This is an optimization exercise on Yosys and OpenROAD, whose aim is small area and a short achievable clock period, not a production implementation.
Where RTL was checked, it was by simulation tests only, not by an equivalence proof against the original.
Power figures rest on the tool's default switching activity, not on a simulated workload.

Design pwl, start of the top module:
module pwl(
  input signed [13:0] x,
  input signed [13:0] x0,
  input signed [13:0] x1,
  input signed [13:0] x2,
  input signed [13:0] x3,
  input signed [13:0] x4,
  input signed [13:0] x5,
  input signed [13:0] x6,
  input signed [13:0] x7,
  input signed [13:0] x8,
  input signed [13:0] k0,
  input signed [13:0] k1,
  input signed [13:0] k2,
  input signed [13:0] k3,
  input signed [13:0] k4,
  input signed [13:0] k5,
  input signed [13:0] k6,
  input signed [13:0] k7,
  input signed [13:0] k8,
  input signed [13:0] k9,
  input signed [13:0] b0,
  input signed [13:0] b1,
  input signed [13:0] b2,
  input signed [13:0] b3,
  input signed [13:0] b4,
  input signed [13:0] b5,
  input signed [13:0] b6,
  input signed [13:0] b7,
  input signed [13:0] b8,
  input signed [13:0] b9,
  input clk,
  output reg signed [27:0] out
);
Size: about 450 I/O pins, ~0.012 sq mm of cells after synthesis.
Settings: LEC_CHECK=0, CAP_MARGIN=20, CORE_MARGIN=2, CORE_UTILIZATION=40, CTS_BUF_LIST=sky130_fd_sc_hd__clkbuf_4 sky130_fd_sc_hd__clkbuf_8, SLEW_MARGIN=20, SYNTH_HIERARCHICAL=1, BUFFER_PORTS_ARGS=-buffer_cell sky130_fd_sc_hd__buf_1; clock period 9.0 ns.
standard.sh (not shown) runs the stock make flow with config.mk's settings and CLKGATE_MAP_FILE= SYNTH_SCRIPT=/design/flow/synth_recipe.tcl, a recipe that flattens the netlist after the stock synthesis.
==> flow/flow/run.sh <==
#!/bin/bash
# Standard ORFS layout, but the port buffers use the smallest buffer cell
# (sky130_fd_sc_hd__buf_1) instead of the resizer's default choice.
set -euo pipefail
echo 'export BUFFER_PORTS_ARGS = -buffer_cell sky130_fd_sc_hd__buf_1' >> config.mk
bash standard.sh > standard_flow.log 2>&1
The first run produced a clean layout.
Rerun with:
Settings changed: SETUP_SLACK_MARGIN set to 5.
=>
- clock-buffer cell count went up by 3
- total power rose by 7.1%
- final cell count stays flat
- worst setup slack gains 0.54 ns
No functional check of the RTL was part of any run of this note.


Another version of the RTL of pwl (not shown whole).
For scale: about 970 cells after synthesis, roughly 450 I/O pins.
==> flow/config.mk <==
export PLATFORM = sky130hd
export DESIGN_NAME = pwl
export DESIGN_NICKNAME = pwl
export VERILOG_FILES = /design/flow/design.v
export SDC_FILE = /design/flow/constraint.sdc
export NUM_CORES = 4
export LEC_CHECK = 0
export CAP_MARGIN = 20
export CORE_MARGIN = 2
export CORE_UTILIZATION = 40
export CTS_BUF_LIST = sky130_fd_sc_hd__clkbuf_4 sky130_fd_sc_hd__clkbuf_8
export SETUP_SLACK_MARGIN = 5
export SLEW_MARGIN = 20
export SYNTH_HIERARCHICAL = 1
export BUFFER_PORTS_ARGS = -buffer_cell sky130_fd_sc_hd__buf_1
export REMOVE_ABC_BUFFERS = 1
export CTS_ARGS = -sink_clustering_enable -repair_clock_nets -dont_use_dummy_load -sink_clustering_size 30 -buf_list "sky130_fd_sc_hd__clkbuf_4 sky130_fd_sc_hd__clkbuf_8"
export PRE_FLOORPLAN_TCL = /design/flow/flow/downsize.tcl
==> flow/constraint.sdc <==
create_clock -name core_clock -period 9.0 [get_ports {clk}]
set_input_delay 1.8000 -clock core_clock [delete_from_list [all_inputs] [get_ports {clk}]]
set_output_delay 1.8000 -clock core_clock [all_outputs]
set_load 0.01 [all_outputs]
==> flow/flow/run.sh <==
#!/bin/bash
# Standard ORFS layout (the standard.sh) with these changes:
#  - port buffers use sky130_fd_sc_hd__buf_1 instead of the resizer's default choice;
#  - buffers left by synthesis are removed at floorplan (repair_design re-buffers as needed);
#  - before floorplan every combinational cell is swapped for the smallest-area cell of the
#    same function (flow/downsize.tcl); later timing/design repair upsizes where needed;
#  - clock tree synthesis adds no dummy loads and clusters up to 30 sinks per buffer.
set -euo pipefail
here=$(pwd)
cat >> config.mk <<EOC
export BUFFER_PORTS_ARGS = -buffer_cell sky130_fd_sc_hd__buf_1
export REMOVE_ABC_BUFFERS = 1
export CTS_ARGS = -sink_clustering_enable -repair_clock_nets -dont_use_dummy_load -sink_clustering_size 30 -buf_list "sky130_fd_sc_hd__clkbuf_4 sky130_fd_sc_hd__clkbuf_8"
export PRE_FLOORPLAN_TCL = $here/flow/downsize.tcl
EOC
bash standard.sh > standard_flow.log 2>&1
==> flow/flow/downsize.tcl <==
# Replace each combinational cell with the smallest-area cell of the same function
# (same name stem, other drive strength). Registers, adders and tie cells are kept.
set n 0
set saved 0.0
foreach inst [get_cells *] {
  set cell [get_lib_cells -of_objects $inst]
  set ref [get_name $cell]
  if {![regexp {^(sky130_fd_sc_hd__[a-z0-9]+)_([0-9]+)$} $ref -> stem drive]} { continue }
  if {[regexp {__(df|dl|sdf|edf|fa|ha|conb|tap|clk|fill|decap|diode)} $stem]} { continue }
  set best $ref
  set best_area [get_property $cell area]
  foreach cand [get_lib_cells ${stem}_*] {
    set cname [get_name $cand]
    if {![regexp "^${stem}_\[0-9\]+\$" $cname]} { continue }
    set a [get_property $cand area]
    if {$a < $best_area - 1e-6} { set best $cname; set best_area $a }
  }
  if {$best ne $ref} {
    set saved [expr {$saved + [get_property $cell area] - $best_area}]
    replace_cell $inst $best
    incr n
  }
}
puts "downsize: replaced $n cells, saved [format %.1f $saved] um2"
The baseline finished with timing, DRC and antenna clean.
Change:
--- a/flow/flow/run.sh
+++ b/flow/flow/run.sh
@@ -6,3 +6,3 @@
 #    same function (flow/downsize.tcl); later timing/design repair upsizes where needed;
-#  - clock tree synthesis adds no dummy loads and clusters up to 30 sinks per buffer.
+#  - clock tree synthesis adds no dummy loads.
 set -euo pipefail
@@ -12,3 +12,3 @@
 export REMOVE_ABC_BUFFERS = 1
-export CTS_ARGS = -sink_clustering_enable -repair_clock_nets -dont_use_dummy_load -sink_clustering_size 30 -buf_list "sky130_fd_sc_hd__clkbuf_4 sky130_fd_sc_hd__clkbuf_8"
+export CTS_ARGS = -sink_clustering_enable -repair_clock_nets -dont_use_dummy_load -buf_list "sky130_fd_sc_hd__clkbuf_4 sky130_fd_sc_hd__clkbuf_8"
 export PRE_FLOORPLAN_TCL = $here/flow/downsize.tcl
- CTS_ARGS: -sink_clustering_enable -repair_clock_nets -dont_use_dummy_load -sink_clustering_size 30 -buf_list "sky130_fd_sc_hd__clkbuf_4 sky130_fd_sc_hd__clkbuf_8" -> -sink_clustering_enable -repair_clock_nets -dont_use_dummy_load -buf_list "sky130_fd_sc_hd__clkbuf_4 sky130_fd_sc_hd__clkbuf_8"
Outcome: The new run passed the timing, DRC and antenna checks. Final area stays the same. Total power does not change. Sequential share of layout area stays the same. Worst hold slack does not change.
Change:
- CORE_UTILIZATION: 40 -> 55
- PLACE_DENSITY: unset -> 0.7
=> The changed run ran to the end with no violations; design area came out higher by about 5%; maximum frequency came out lower by 5.3%; core utilization came out higher by 23 points; first-iteration DRC count came out higher by 69%; wire length came out higher by about 16%.


onyx:
Another version of the RTL of pwl (not shown whole).
For scale: ~970 cells after synthesis, about 450 I/O pins.
clock: 9.0 ns
lec_check: 0
cap_margin: 20
core_margin: 2
core_utilization: 40
cts_buf_list: sky130_fd_sc_hd__clkbuf_4 sky130_fd_sc_hd__clkbuf_8
setup_slack_margin: 5
slew_margin: 20
synth_hierarchical: 1
buffer_ports_args: -buffer_cell sky130_fd_sc_hd__buf_1
remove_abc_buffers: 1
cts_args: -sink_clustering_enable -repair_clock_nets -dont_use_dummy_load -buf_list "sky130_fd_sc_hd__clkbuf_4 sky130_fd_sc_hd__clkbuf_8"
pre_floorplan_tcl: /design/flow/flow/downsize.tcl
==> flow/flow/run.sh <==
#!/bin/bash
# Standard ORFS layout (the standard.sh) with these changes:
#  - port buffers use sky130_fd_sc_hd__buf_1 instead of the resizer's default choice;
#  - buffers left by synthesis are removed at floorplan (repair_design re-buffers as needed);
#  - before floorplan every combinational cell is swapped for the smallest-area cell of the
#    same function (flow/downsize.tcl); later timing/design repair upsizes where needed;
#  - clock tree synthesis adds no dummy loads.
set -euo pipefail
here=$(pwd)
cat >> config.mk <<EOC
export BUFFER_PORTS_ARGS = -buffer_cell sky130_fd_sc_hd__buf_1
export REMOVE_ABC_BUFFERS = 1
export CTS_ARGS = -sink_clustering_enable -repair_clock_nets -dont_use_dummy_load -buf_list "sky130_fd_sc_hd__clkbuf_4 sky130_fd_sc_hd__clkbuf_8"
export PRE_FLOORPLAN_TCL = $here/flow/downsize.tcl
EOC
bash standard.sh > standard_flow.log 2>&1
Scripts as last shown in full above: flow/flow/downsize.tcl
onyx finished all stages; the layout is clean.
Changes in fjord relative to onyx:
# onyx
export LEC_CHECK = 0
export CAP_MARGIN = 20
export CORE_MARGIN = 2
export CORE_UTILIZATION = 40
export CTS_BUF_LIST = sky130_fd_sc_hd__clkbuf_4 sky130_fd_sc_hd__clkbuf_8
export SETUP_SLACK_MARGIN = 5
export SLEW_MARGIN = 20
export SYNTH_HIERARCHICAL = 1
export BUFFER_PORTS_ARGS = -buffer_cell sky130_fd_sc_hd__buf_1
export REMOVE_ABC_BUFFERS = 1
export CTS_ARGS = -sink_clustering_enable -repair_clock_nets -dont_use_dummy_load -buf_list "sky130_fd_sc_hd__clkbuf_4 sky130_fd_sc_hd__clkbuf_8"
export PRE_FLOORPLAN_TCL = /design/flow/flow/downsize.tcl
create_clock -name core_clock -period 9.0 [get_ports {clk}]
# fjord
export LEC_CHECK = 0
export CAP_MARGIN = 20
export CORE_MARGIN = 2
export CORE_UTILIZATION = 40
export CTS_BUF_LIST = sky130_fd_sc_hd__clkbuf_4 sky130_fd_sc_hd__clkbuf_8
export SLEW_MARGIN = 20
export SYNTH_HIERARCHICAL = 1
export BUFFER_PORTS_ARGS = -buffer_cell sky130_fd_sc_hd__buf_1
export REMOVE_ABC_BUFFERS = 1
export CTS_ARGS = -sink_clustering_enable -repair_clock_nets -dont_use_dummy_load -buf_list "sky130_fd_sc_hd__clkbuf_4 sky130_fd_sc_hd__clkbuf_8"
export SETUP_SLACK_MARGIN = 5.2
export PRE_FLOORPLAN_TCL = /design/flow/flow/downsize.tcl
create_clock -name core_clock -period 9.0 [get_ports {clk}]
-- flow/flow/run.sh --
<<< onyx, line 7
#  - clock tree synthesis adds no dummy loads.
>>> fjord, line 7
#  - clock tree synthesis adds no dummy loads;
#  - timing repair aims at a setup slack of 5.2 ns against the 9 ns clock.
<<< onyx, line 14
>>> fjord, line 15
export SETUP_SLACK_MARGIN = 5.2
--- outcome ---
The run showing the greater proportion of power drawn by the clock network is onyx. fjord against onyx: sequential share of layout area now smaller, final worst slack +0.14 ns, total number of vias went up, met2 routing resource usage after global routing higher, part of the total power dissipated in combinational logic climbed 0.7 points. Relative to onyx, total power has gone up in fjord. Reported for fjord and onyx, logic depth of the worst register-to-register path turned out identical to the last digit. On transition time of the tightest slew-check pin: between fjord and onyx, it ends up higher for onyx.


Setup of the reference run:
Another version of the RTL of pwl (not shown whole).
Size: roughly 450 I/O pins.
export LEC_CHECK = 0
export CAP_MARGIN = 20
export CORE_MARGIN = 2
export CORE_UTILIZATION = 40
export CTS_BUF_LIST = sky130_fd_sc_hd__clkbuf_4 sky130_fd_sc_hd__clkbuf_8
export SETUP_SLACK_MARGIN = 5
export SLEW_MARGIN = 20
export SYNTH_HIERARCHICAL = 1
export BUFFER_PORTS_ARGS = -buffer_cell sky130_fd_sc_hd__buf_1
export REMOVE_ABC_BUFFERS = 1
export CTS_ARGS = -sink_clustering_enable -repair_clock_nets -dont_use_dummy_load -buf_list "sky130_fd_sc_hd__clkbuf_4 sky130_fd_sc_hd__clkbuf_8"
export PRE_FLOORPLAN_TCL = /design/flow/flow/downsize.tcl
create_clock -name core_clock -period 9.0 [get_ports {clk}]
==> flow/flow/run.sh <==
#!/bin/bash
# Standard ORFS layout (the standard.sh) with these changes:
#  - port buffers use sky130_fd_sc_hd__buf_1 instead of the resizer's default choice;
#  - buffers left by synthesis are removed at floorplan (repair_design re-buffers as needed);
#  - before floorplan every combinational cell is swapped for the smallest-area cell of the
#    same function (flow/downsize.tcl); later timing/design repair upsizes where needed;
#  - clock tree synthesis adds no dummy loads.
set -euo pipefail
here=$(pwd)
cat >> config.mk <<EOC
export BUFFER_PORTS_ARGS = -buffer_cell sky130_fd_sc_hd__buf_1
export REMOVE_ABC_BUFFERS = 1
export CTS_ARGS = -sink_clustering_enable -repair_clock_nets -dont_use_dummy_load -buf_list "sky130_fd_sc_hd__clkbuf_4 sky130_fd_sc_hd__clkbuf_8"
export PRE_FLOORPLAN_TCL = $here/flow/downsize.tcl
EOC
bash standard.sh > standard_flow.log 2>&1
Scripts as last shown in full above: flow/flow/downsize.tcl
The reference run went all the way through synthesis, placement and routing and the layout is clean on timing, DRC and antenna.
Setup changes, the reference run to the trial run
# the reference run
export LEC_CHECK = 0
export CAP_MARGIN = 20
export CORE_MARGIN = 2
export CORE_UTILIZATION = 40
export CTS_BUF_LIST = sky130_fd_sc_hd__clkbuf_4 sky130_fd_sc_hd__clkbuf_8
export SETUP_SLACK_MARGIN = 5
export SLEW_MARGIN = 20
export SYNTH_HIERARCHICAL = 1
export BUFFER_PORTS_ARGS = -buffer_cell sky130_fd_sc_hd__buf_1
export REMOVE_ABC_BUFFERS = 1
export CTS_ARGS = -sink_clustering_enable -repair_clock_nets -dont_use_dummy_load -buf_list "sky130_fd_sc_hd__clkbuf_4 sky130_fd_sc_hd__clkbuf_8"
export PRE_FLOORPLAN_TCL = /design/flow/flow/downsize.tcl
create_clock -name core_clock -period 9.0 [get_ports {clk}]
# the trial run
export LEC_CHECK = 0
export CAP_MARGIN = 20
export CORE_MARGIN = 2
export CORE_UTILIZATION = 40
export CTS_BUF_LIST = sky130_fd_sc_hd__clkbuf_4 sky130_fd_sc_hd__clkbuf_8
export SETUP_SLACK_MARGIN = 5
export SLEW_MARGIN = 20
export SYNTH_HIERARCHICAL = 1
export BUFFER_PORTS_ARGS = -buffer_cell sky130_fd_sc_hd__buf_1
export REMOVE_ABC_BUFFERS = 1
export PRE_FLOORPLAN_TCL = /design/flow/flow/downsize.tcl
create_clock -name core_clock -period 9.0 [get_ports {clk}]
==> flow/flow/run.sh <==
#!/bin/bash
# Standard ORFS layout (the standard.sh) with three changes:
#  - port buffers use sky130_fd_sc_hd__buf_1 instead of the resizer's default choice;
#  - buffers left by synthesis are removed at floorplan (repair_design re-buffers as needed);
#  - before floorplan every combinational cell is swapped for the smallest-area cell of the
#    same function (flow/downsize.tcl); later timing/design repair upsizes where needed.
set -euo pipefail
here=$(pwd)
cat >> config.mk <<EOC
export BUFFER_PORTS_ARGS = -buffer_cell sky130_fd_sc_hd__buf_1
export REMOVE_ABC_BUFFERS = 1
export PRE_FLOORPLAN_TCL = $here/flow/downsize.tcl
EOC
bash standard.sh > standard_flow.log 2>&1
Findings:
- The reference run and the trial run ended up with nearly the same row count.
- Measured against each other, the reference run and the trial run differ in average detailed-routed wire length per instance, the higher figure coming from the reference run.
- There was hardly any difference in global-route met2 utilization between the trial run and the reference run.
- The total of clock buffers placed in the layout number comes out higher for the trial run vs the reference run.
- ~same timing-limited maximum frequency in the reference run and the trial run
- The trial run ended up with sky130_fd_sc_hd__fa_1 as its highest-delay cell along the critical path; the reference run ended up with sky130_fd_sc_hd__a222oi_1.
- Per the comparison of the trial run with the reference run, sum of routed wire length over all layers has increased, first-iteration DRC count has increased.

-- port drivers added, routing unchanged --
No port has a modelled driver above. Below, the same layouts with a new extraction and two added sets of constraints. Step 1 sets driving cells, clkbuf_16 on the clock port and buf_2 on the other inputs (assumed; they add their load-dependent delay and slew). Step 2 moves the port delays by t, midway between the first and last clock arrival at a register: inputs arrive t later, outputs are due t later. That takes back most of the time a late clock gives input paths. a / b / c = no drivers / after step 1 / after step 2; a / b = the first two.
run	shift t [ns]	setup slack, ns	cell pins on the clock port's net
the first run of note 1	0.508	4.029 / 4.029 / 4.029	1
the second run of note 1	0.499	4.572 / 4.572 / 4.572	1
the first run of note 2	0.477	4.941 / 4.957 / 4.480	1
the second run of note 2	0.477	4.941 / 4.957 / 4.480	1
the third run of note 2	0.489	4.713 / 4.689 / 4.200	1
onyx	0.487	5.003 / 4.998 / 4.512	1
fjord	0.476	5.144 / 5.122 / 4.647	1
the reference run	0.484	4.960 / 4.968 / 4.494	1
the trial run	0.490	4.957 / 4.957 / 4.517	1
After both steps every run listed still meets setup and hold. The setup slack of the third run of note 2, which loses most, moves by -0.024 ns with the drivers and by -0.513 ns with both steps.
